From an optimization exercise on the open Yosys and OpenROAD flow, aimed at small area; shortcuts taken in it are not production practice. The RTL was checked by simulation tests, not by an equivalence proof against the original design. No driver is modelled on the clock port, so clocking that relies on it looks cheaper here than on a real chip. Power figures rest on the tool's default switching activity, not on a simulated workload.

==> job 679: inputs <==
// top
module top (
    input   logic       clk,
    input   logic       reset_n,
    input   logic       input_spi_clk,
    input   logic       input_spi_mosi,
    input   logic       input_spi_cs_n,
    output  logic       adc_spi_clk,
    input   logic       adc_spi_miso,
    output  logic       adc_spi_mosi,
    output  logic       adc_spi_cs_n,
    output  logic       pwm_a,
    output  logic       pwm_b
);
    logic [9:0]  m;
    logic [5:0]  s;
    logic [9:0]  m_inc;      
    logic [10:0] t;          
    assign t[0] = 1'b1;
    genvar gi;
    generate for (gi = 0; gi < 10; gi = gi + 1) begin : g_m
        assign m_inc[gi] = m[gi] ^ t[gi];
        assign t[gi+1]   = m[gi] & t[gi];
    end endgenerate
    wire [6:0] s_inc = {1'b0, s} + {6'd0, m[4:0] == 5'd2};
    always_ff @(posedge clk) begin
        if (~reset_n) begin
            m <= 10'd2;
            s <= 6'd63;
        end else begin
            m <= m_inc;
            s <= s_inc[5:0] | {1'b0, {3{s_inc[6]}}, 2'b00};
        end
    end
    assign adc_spi_cs_n = (s >= 6'd47);
    assign adc_spi_clk  = ~adc_spi_cs_n & ((m[4:0] >= 5'd19) | (m[4:0] <= 5'd2));
    assign adc_spi_mosi = (s == 6'd28) | (s == 6'd29) | (s == 6'd31);
    logic [8:0] sr;
    always_ff @(posedge clk) begin
        if (m[4:0] == 5'd18 && s >= 6'd33 && s <= 6'd41)
            sr <= {sr[7:0], adc_spi_miso};
    end
    logic [7:0] r8;
    logic       rf;
    always_ff @(posedge clk) begin
        if (s == 6'd45 && m[4:0] == 5'd24) begin
            r8 <= sr[8:1];
            rf <= sr[0] & ~(&sr[8:1]);
        end
    end
    wire rx = r8[7] | (rf & (&r8[6:0]));
    logic       clk_q;
    logic [3:0] since;       
    logic [4:0] bitcnt;
    logic [8:0] bufn;        
    logic [7:0] pn, spn;     
    wire shift = (since == 4'd1) & clk_q;
    wire valid = (bitcnt == 5'd16);
    always_ff @(posedge clk) begin
        clk_q <= input_spi_clk;
        if (input_spi_clk & ~clk_q)
  ...
==> module top, before the edit <==
module top (
    input   logic       clk,
    input   logic       reset_n,
    input   logic       input_spi_clk,
    input   logic       input_spi_mosi,
    input   logic       input_spi_cs_n,
    output  logic       adc_spi_clk,
    input   logic       adc_spi_miso,
    output  logic       adc_spi_mosi,
    output  logic       adc_spi_cs_n,
    output  logic       pwm_a,
    output  logic       pwm_b
);
    logic [9:0]  m;
    logic [5:0]  s;
    logic [9:0]  m_inc;      
    logic [10:0] t;          
    assign t[0] = 1'b1;
    genvar gi;
    generate for (gi = 0; gi < 10; gi = gi + 1) begin : g_m
        assign m_inc[gi] = m[gi] ^ t[gi];
        assign t[gi+1]   = m[gi] & t[gi];
    end endgenerate
    wire [6:0] s_inc = {1'b0, s} + {6'd0, m[4:0] == 5'd2};
    always_ff @(posedge clk) begin
        if (~reset_n) begin
            m <= 10'd2;
            s <= 6'd63;
        end else begin
            m <= m_inc;
            s <= s_inc[5:0] | {1'b0, {3{s_inc[6]}}, 2'b00};
        end
    end
    assign adc_spi_cs_n = (s >= 6'd47);
    assign adc_spi_clk  = ~adc_spi_cs_n & ((m[4:0] >= 5'd19) | (m[4:0] <= 5'd2));
    assign adc_spi_mosi = (s == 6'd28) | (s == 6'd29) | (s == 6'd31);
    logic [8:0] sr;
    always_ff @(posedge clk) begin
        if (m[4:0] == 5'd18 && s >= 6'd33 && s <= 6'd41)
            sr <= {sr[7:0], adc_spi_miso};
    end
    logic [7:0] r8;
    logic       rf;
    always_ff @(posedge clk) begin
        if (s == 6'd45 && m[4:0] == 5'd24) begin
            r8 <= sr[8:1];
            rf <= sr[0] & ~(&sr[8:1]);
        end
    end
    wire rx = r8[7] | (rf & (&r8[6:0]));
    logic       clk_q;
    logic [3:0] since;       
    logic [4:0] bitcnt;
    logic [8:0] bufn;        
    logic [7:0] pn, spn;     
    wire shift = (since == 4'd1) & clk_q;
    wire valid = (bitcnt == 5'd16);
    always_ff @(posedge clk) begin
        clk_q <= input_spi_clk;
        if (input_spi_clk & ~clk_q)
            since <= 4'd0;
        else if (~since[3])
            since <= since + 1'b1;
        if (shift)
            bufn <= {bufn[7:0], ~input_spi_mosi};
    end
    always_ff @(posedge clk) begin
        if (~reset_n || input_spi_cs_n)
            bitcnt <= '0;
        else if (shift)
            bitcnt <= bitcnt + 1'b1;
    end
    always_ff @(posedge clk) begin
        if (~reset_n) begin
            pn  <= ~8'd16;
            spn <= ~8'd127;
        end else if (valid) begin
            if (bufn[8] && since == 4'd7)
                pn <= bufn[7:0];
            if (~bufn[8] && since[3])
                spn <= bufn[7:0];
        end
    end
    logic [8:0] en;
    logic [8:0] ec;
    assign ec[0] = rf;
    generate for (gi = 0; gi < 8; gi = gi + 1) begin : g_en
        p_fa fa_en (.a(r8[gi]), .b(spn[gi]), .c(ec[gi]), .s(en[gi]), .co(ec[gi+1]));
    end endgenerate
    assign en[8] = rx ^ spn[7] ^ ec[8];
    logic [6:0] cmd;
    p_mul mul (.en(en), .pn(pn), .cmd(cmd));
    logic [7:0] ya, yb;
    assign ya = {~cmd[6], cmd[6], cmd[5:0]};
    assign yb = ~ya;
    wire ok = (|m_inc[9:2]) | (m_inc[1] & m_inc[0]);
    logic [8:0] lta, ltb;
    assign lta[0] = 1'b0;
    assign ltb[0] = 1'b1;
    generate for (gi = 0; gi < 8; gi = gi + 1) begin : g_cmp
        assign lta[gi+1] = (~m_inc[gi+2] & ya[gi]) | (~m_inc[gi+2] & lta[gi]) | (ya[gi] & lta[gi]);
        assign ltb[gi+1] = (~m_inc[gi+2] & yb[gi]) | (~m_inc[gi+2] & ltb[gi]) | (yb[gi] & ltb[gi]);
    end endgenerate
    always_ff @(posedge clk) begin
        pwm_a <= ok & lta[8];
        pwm_b <= ok & ltb[8];
    end
endmodule
export LEC_CHECK = 0
export CAP_MARGIN = 20
export CORE_MARGIN = 2
export CORE_UTILIZATION = 40
export SLEW_MARGIN = 20
export SYNTH_HIERARCHICAL = 1
export SYNTH_MINIMUM_KEEP_SIZE = 0
create_clock -name core_clock -period 10.0 [get_ports {clk}]
standard.sh (not shown) runs the stock make flow with config.mk's settings and CLKGATE_MAP_FILE= SYNTH_SCRIPT=/design/flow/synth_recipe.tcl, a recipe that flattens the netlist after the stock synthesis.
==> flow/flow/run.sh <==
#!/bin/bash
# The standard layout with five changes: after floorplanning,
# flow/downsize.tcl puts every logic cell at its smallest drive strength
# (the later repair steps size up where needed); the port buffers are buf_1
# cells; before clock tree synthesis, flow/pre_cts.tcl removes the buffers
# that global placement inserted; clock tree synthesis uses clkbuf_4
# buffers without dummy loads; and after it, flow/post_cts.tcl upsizes to
# clkbuf_8 each clock buffer whose flip-flops' clock slew is estimated over
# 100 ps.
# Each tool's output is in orfs/logs; the make output is in flow_make.log.
set -euo pipefail
here=$(cd "$(dirname "$0")" && pwd)
export BUFFER_PORTS_ARGS="-buffer_cell sky130_fd_sc_hd__buf_1"
export CTS_ARGS="-sink_clustering_enable -repair_clock_nets -dont_use_dummy_load -buf_list sky130_fd_sc_hd__clkbuf_4"
export PRE_CTS_TCL="$here/pre_cts.tcl"
export POST_CTS_TCL="$here/post_cts.tcl"
export POST_FLOORPLAN_TCL="$here/downsize.tcl"
bash standard.sh > flow_make.log 2>&1
==> flow/flow/downsize.tcl <==
# Start placement from the smallest drive strength of every logic cell that
# synthesis sized up (not the flip-flops or clock buffers); the resizer's
# later repair steps size up again only where slew, load or timing needs it.
foreach inst [get_cells *] {
  set master [get_property [get_lib_cells -of_objects $inst] name]
  if {![regexp {^(sky130_fd_sc_hd__[a-z0-9]+)_([0-9]+)$} $master -> base drive]} { continue }
  if {$drive <= 1 || [string match *clk* $base] || [string match *df* $base]} { continue }
  foreach alt [list ${base}_1 ${base}_0] {
    if {[llength [get_lib_cells -quiet $alt]] > 0} {
      replace_cell $inst $alt
      break
    }
  }
}
==> flow/flow/post_cts.tcl <==
estimate_parasitics -placement
set weak {}
foreach pin [all_registers -clock_pins -edge_triggered] {
  set worst 0
  foreach edge {rise fall} {
    foreach a {min max} {
      set s [get_property $pin slew_${a}_$edge]
      if {$s > $worst} { set worst $s }
    }
  }
  if {$worst > 0.100} {
    set net [get_nets -of_objects $pin]
    foreach drv [get_pins -of_objects $net -filter "direction==output"] {
      lappend weak [get_cells -of_objects $drv]
    }
  }
}
set done {}
foreach c $weak {
  set name [get_property $c full_name]
  if {[lsearch -exact $done $name] >= 0} { continue }
  lappend done $name
  if {[get_property [get_lib_cells -of_objects $c] name] eq "sky130_fd_sc_hd__clkbuf_4"} {
    puts "upsizing clock buffer $name"
    replace_cell $c sky130_fd_sc_hd__clkbuf_8
  }
}
if {[llength $done] > 0} {
  detailed_placement
  check_placement -verbose
  estimate_parasitics -placement
}
==> flow/flow/pre_cts.tcl <==
# Remove the buffers that timing-driven global placement inserted (the
# instances named place*, one at a time: remove_buffers with no instance
# would remove every buffer, the port buffers too); the repair steps after
# clock tree synthesis size gates up instead where timing needs it.
foreach inst [get_cells -quiet place*] {
  remove_buffers $inst
}
==> job 8325: changes against job 679 <==
--- a/flow/design.v
+++ b/flow/design.v
@@ -271,3 +271,3 @@
     logic [7:0] pn, spn;     
-    wire shift = (since == 4'd1) & clk_q;
+    wire shift = (since == 4'd1);
     wire valid = (bitcnt == 5'd16);
==> flow/flow/run.sh (replaced) <==
#!/bin/bash
# The standard layout with four changes: after floorplanning,
# flow/downsize.tcl puts every logic cell at its smallest drive strength
# (the later repair steps size up where needed); the port buffers are buf_1
# cells; clock tree synthesis uses clkbuf_4 buffers without dummy loads; and
# after clock tree synthesis, flow/post_cts.tcl upsizes to clkbuf_8 each
# clock buffer whose flip-flops' clock slew is estimated over 100 ps.
# Each tool's output is in orfs/logs; the make output is in flow_make.log.
set -euo pipefail
here=$(cd "$(dirname "$0")" && pwd)
export BUFFER_PORTS_ARGS="-buffer_cell sky130_fd_sc_hd__buf_1"
export CTS_ARGS="-sink_clustering_enable -repair_clock_nets -dont_use_dummy_load -buf_list sky130_fd_sc_hd__clkbuf_4"
export POST_CTS_TCL="$here/post_cts.tcl"
export POST_FLOORPLAN_TCL="$here/downsize.tcl"
bash standard.sh > flow_make.log 2>&1
--- a/flow/config.mk
+++ b/flow/config.mk
@@ -10,2 +10,3 @@
 export CORE_UTILIZATION = 40
+export GPL_TIMING_DRIVEN = 0
 export SLEW_MARGIN = 20
removed: flow/flow/pre_cts.tcl
==> job 5495: changes against job 679 <==
--- a/flow/design.v
+++ b/flow/design.v
@@ -271,3 +271,3 @@
     logic [7:0] pn, spn;     
-    wire shift = (since == 4'd1) & clk_q;
+    wire shift = (since == 4'd1);
     wire valid = (bitcnt == 5'd16);
==> flow/flow/run.sh (replaced) <==
#!/bin/bash
# The standard layout with four changes: after floorplanning,
# flow/downsize.tcl puts every logic cell at its smallest drive strength
# (the later repair steps size up where needed); the port buffers are buf_1
# cells; clock tree synthesis uses clkbuf_4 buffers without dummy loads; and
# after clock tree synthesis, flow/post_cts.tcl upsizes to clkbuf_8 each
# clock buffer whose flip-flops' clock slew is estimated over 100 ps.
# Each tool's output is in orfs/logs; the make output is in flow_make.log.
set -euo pipefail
here=$(cd "$(dirname "$0")" && pwd)
export BUFFER_PORTS_ARGS="-buffer_cell sky130_fd_sc_hd__buf_1"
export CTS_ARGS="-sink_clustering_enable -repair_clock_nets -dont_use_dummy_load -buf_list sky130_fd_sc_hd__clkbuf_4"
export POST_CTS_TCL="$here/post_cts.tcl"
export POST_FLOORPLAN_TCL="$here/downsize.tcl"
bash standard.sh > flow_make.log 2>&1
--- a/flow/config.mk
+++ b/flow/config.mk
@@ -9,3 +9,3 @@
 export CORE_MARGIN = 2
-export CORE_UTILIZATION = 40
+export CORE_UTILIZATION = 55
 export SLEW_MARGIN = 20
removed: flow/flow/pre_cts.tcl
==> job 846: changes against job 679 <==
--- a/flow/design.v
+++ b/flow/design.v
@@ -229,5 +229,5 @@
 );
-    logic [9:0]  m;
+    logic [9:0]  n;
     logic [5:0]  s;
-    logic [9:0]  m_inc;      
+    logic [9:0]  n_inc;      
     logic [10:0] t;          
@@ -235,22 +235,22 @@
     genvar gi;
-    generate for (gi = 0; gi < 10; gi = gi + 1) begin : g_m
-        assign m_inc[gi] = m[gi] ^ t[gi];
-        assign t[gi+1]   = m[gi] & t[gi];
+    generate for (gi = 0; gi < 10; gi = gi + 1) begin : g_n
+        assign n_inc[gi] = n[gi] ^ t[gi];
+        assign t[gi+1]   = n[gi] & t[gi];
     end endgenerate
-    wire [6:0] s_inc = {1'b0, s} + {6'd0, m[4:0] == 5'd2};
     always_ff @(posedge clk) begin
         if (~reset_n) begin
-            m <= 10'd2;
-            s <= 6'd63;
+            n <= '1;
+            s <= 6'd35;
         end else begin
-            m <= m_inc;
-            s <= s_inc[5:0] | {1'b0, {3{s_inc[6]}}, 2'b00};
+            n <= n_inc;
+            if (t[5])
+                s <= (s == 6'd35) ? 6'd0 : s + 1'b1;
         end
     end
-    assign adc_spi_cs_n = (s >= 6'd47);
-    assign adc_spi_clk  = ~adc_spi_cs_n & ((m[4:0] >= 5'd19) | (m[4:0] <= 5'd2));
-    assign adc_spi_mosi = (s == 6'd28) | (s == 6'd29) | (s == 6'd31);
+    assign adc_spi_cs_n = (s >= 6'd19);
+    assign adc_spi_clk  = ~adc_spi_cs_n & n[4];
+    assign adc_spi_mosi = (s == 6'd0) | (s == 6'd1) | (s == 6'd3);
     logic [8:0] sr;
     always_ff @(posedge clk) begin
-        if (m[4:0] == 5'd18 && s >= 6'd33 && s <= 6'd41)
+        if (n[4:0] == 5'd15 && s >= 6'd5 && s <= 6'd13)
             sr <= {sr[7:0], adc_spi_miso};
@@ -258,10 +258,10 @@
     logic [7:0] r8;
-    logic       rf;
+    logic       rx, rf;
     always_ff @(posedge clk) begin
-        if (s == 6'd45 && m[4:0] == 5'd24) begin
+        if (s == 6'd17 && n[4:0] == 5'd21) begin
             r8 <= sr[8:1];
             rf <= sr[0] & ~(&sr[8:1]);
+            rx <= sr[8] | (sr[0] & (&sr[7:1]));
         end
     end
-    wire rx = r8[7] | (rf & (&r8[6:0]));
     logic       clk_q;
@@ -271,3 +271,3 @@
     logic [7:0] pn, spn;     
-    wire shift = (since == 4'd1) & clk_q;
+    wire shift = (since == 4'd1);
     wire valid = (bitcnt == 5'd16);
@@ -308,16 +308,22 @@
     p_mul mul (.en(en), .pn(pn), .cmd(cmd));
-    logic [7:0] ya, yb;
-    assign ya = {~cmd[6], cmd[6], cmd[5:0]};
-    assign yb = ~ya;
-    wire ok = (|m_inc[9:2]) | (m_inc[1] & m_inc[0]);
+    logic [6:0] bz;          
+    logic [7:0] duty_a, duty_b;
+    assign bz[0] = 1'b1;
+    generate for (gi = 0; gi < 6; gi = gi + 1) begin : g_dec
+        assign duty_a[gi] = cmd[gi] ^ bz[gi];
+        assign bz[gi+1]   = bz[gi] & ~cmd[gi];
+    end endgenerate
+    assign duty_a[6] = cmd[6] ^ bz[6];
+    assign duty_a[7] = ~cmd[6] & ~bz[6];
+    assign duty_b    = {cmd[6], ~cmd[6], ~cmd[5:0]};
     logic [8:0] lta, ltb;
-    assign lta[0] = 1'b0;
-    assign ltb[0] = 1'b1;
+    assign lta[0] = t[2];    
+    assign ltb[0] = t[2];
     generate for (gi = 0; gi < 8; gi = gi + 1) begin : g_cmp
-        assign lta[gi+1] = (~m_inc[gi+2] & ya[gi]) | (~m_inc[gi+2] & lta[gi]) | (ya[gi] & lta[gi]);
-        assign ltb[gi+1] = (~m_inc[gi+2] & yb[gi]) | (~m_inc[gi+2] & ltb[gi]) | (yb[gi] & ltb[gi]);
+        assign lta[gi+1] = (~n_inc[gi+2] & duty_a[gi]) | (~n_inc[gi+2] & lta[gi]) | (duty_a[gi] & lta[gi]);
+        assign ltb[gi+1] = (~n_inc[gi+2] & duty_b[gi]) | (~n_inc[gi+2] & ltb[gi]) | (duty_b[gi] & ltb[gi]);
     end endgenerate
     always_ff @(posedge clk) begin
-        pwm_a <= ok & lta[8];
-        pwm_b <= ok & ltb[8];
+        pwm_a <= lta[8];
+        pwm_b <= ltb[8];
     end
==> flow/run.sh (new file) <==
#!/bin/bash
# synth_recipe.tcl (not shown) runs the flow's synth.tcl, then flattens the netlist and writes it again
# the make line also repeats each setting of config.mk as NAME=value (left out here)
make -C /OpenROAD-flow-scripts/flow DESIGN_CONFIG=/design/flow/config.mk WORK_HOME=/design/flow/orfs CLKGATE_MAP_FILE= SYNTH_SCRIPT=/design/flow/synth_recipe.tcl finish
--- a/flow/config.mk
+++ b/flow/config.mk
@@ -9,3 +9,5 @@
 export CORE_MARGIN = 2
-export CORE_UTILIZATION = 40
+export CORE_UTILIZATION = 60
+export CTS_BUF_LIST = sky130_fd_sc_hd__clkbuf_4 sky130_fd_sc_hd__clkbuf_8
+export CTS_CLUSTER_SIZE = 30
 export SLEW_MARGIN = 20
removed: flow/flow/run.sh
removed: flow/flow/downsize.tcl
removed: flow/flow/post_cts.tcl
removed: flow/flow/pre_cts.tcl
removed: flow/standard.sh
==> notes <==
Job 5495 finished with timing, DRC and antenna clean. Job 679 passed the timing, DRC and antenna checks. Job 846 finished with timing, DRC and antenna clean. Job 8325 passed the timing, DRC and antenna checks. Between job 5495 and job 846, the lower fmax is in job 846 (gap 2.8%, measured against job 846). Design area: job 679 is smaller than job 846 (about 5.4%). Between job 679 and job 8325, the lower critical path depth is in job 8325 (gap 3). The highest sequential power belongs to job 846, the lowest to job 679.
==> figures <==
item	job 5495	job 8325	job 679	job 846
Vertical die dimension	96.6 microns	113 microns	113 microns	93.0 microns
Proportion of synthesized area in mux cells	0.0339	0.0339	0.0359	0.0337
Outcome	timing/DRC/antenna clean	timing/DRC/antenna clean	timing/DRC/antenna clean	timing/DRC/antenna clean
WP data required	10.34 ns	10.30 ns	10.33 ns	10.22 ns
Number of buffers and inverters on the critical path	0	0	1	1
Crit path arrival time	9.90 ns	9.95 ns	9.85 ns	10.05 ns
Critical path's most frequent cell	sky130_fd_sc_hd__fa_1	sky130_fd_sc_hd__fa_1	sky130_fd_sc_hd__fa_1	sky130_fd_sc_hd__fa_2
Total core area	8260 sq um	11500 sq um	11500 sq um	7690 sq um
HP Start	sr[0]	sr[0]	sr[8]	n[0]
Horizontal extent of the die	96.6 microns	113 microns	113 microns	93.0 microns

afterwards: timing with drivers on the ports:
The flow's constraints put no driver on any port. The routed layouts listed below were extracted and timed again, unchanged, in two steps. Step 1: set_driving_cell puts a clkbuf_16 on clk and a buf_2 on each other input, an assumption about the parent block. Step 2 times the ports against the registers' clock, not the clock port: input delays grow and output delays shrink by t, the midpoint of the rising clock arrivals with the driver on. Three values: no drivers, after step 1, after step 2; two values: the first two.
| run | t, ns | setup WS [ns] | worst hold slack (ns) | worst register clock-pin slew, ns | pins driven straight from the clock port |
|---|---|---|---|---|---|
| job 679 | 0.418 | 0.481 / 0.481 / 0.481 | 0.458 / 0.458 / 0.458 | 0.10 / 0.10 | 1 |
| job 8325 | 0.427 | 0.350 / 0.350 / 0.350 | 0.460 / 0.460 / 0.460 | 0.09 / 0.09 | 1 |
| job 5495 | 0.424 | 0.444 / 0.444 / 0.444 | 0.464 / 0.464 / 0.464 | 0.10 / 0.10 | 1 |
| job 846 | 0.368 | 0.179 / 0.179 / 0.179 | 0.411 / 0.411 / 0.411 | 0.09 / 0.09 | 1 |
After both steps setup and hold are still met in every run listed.
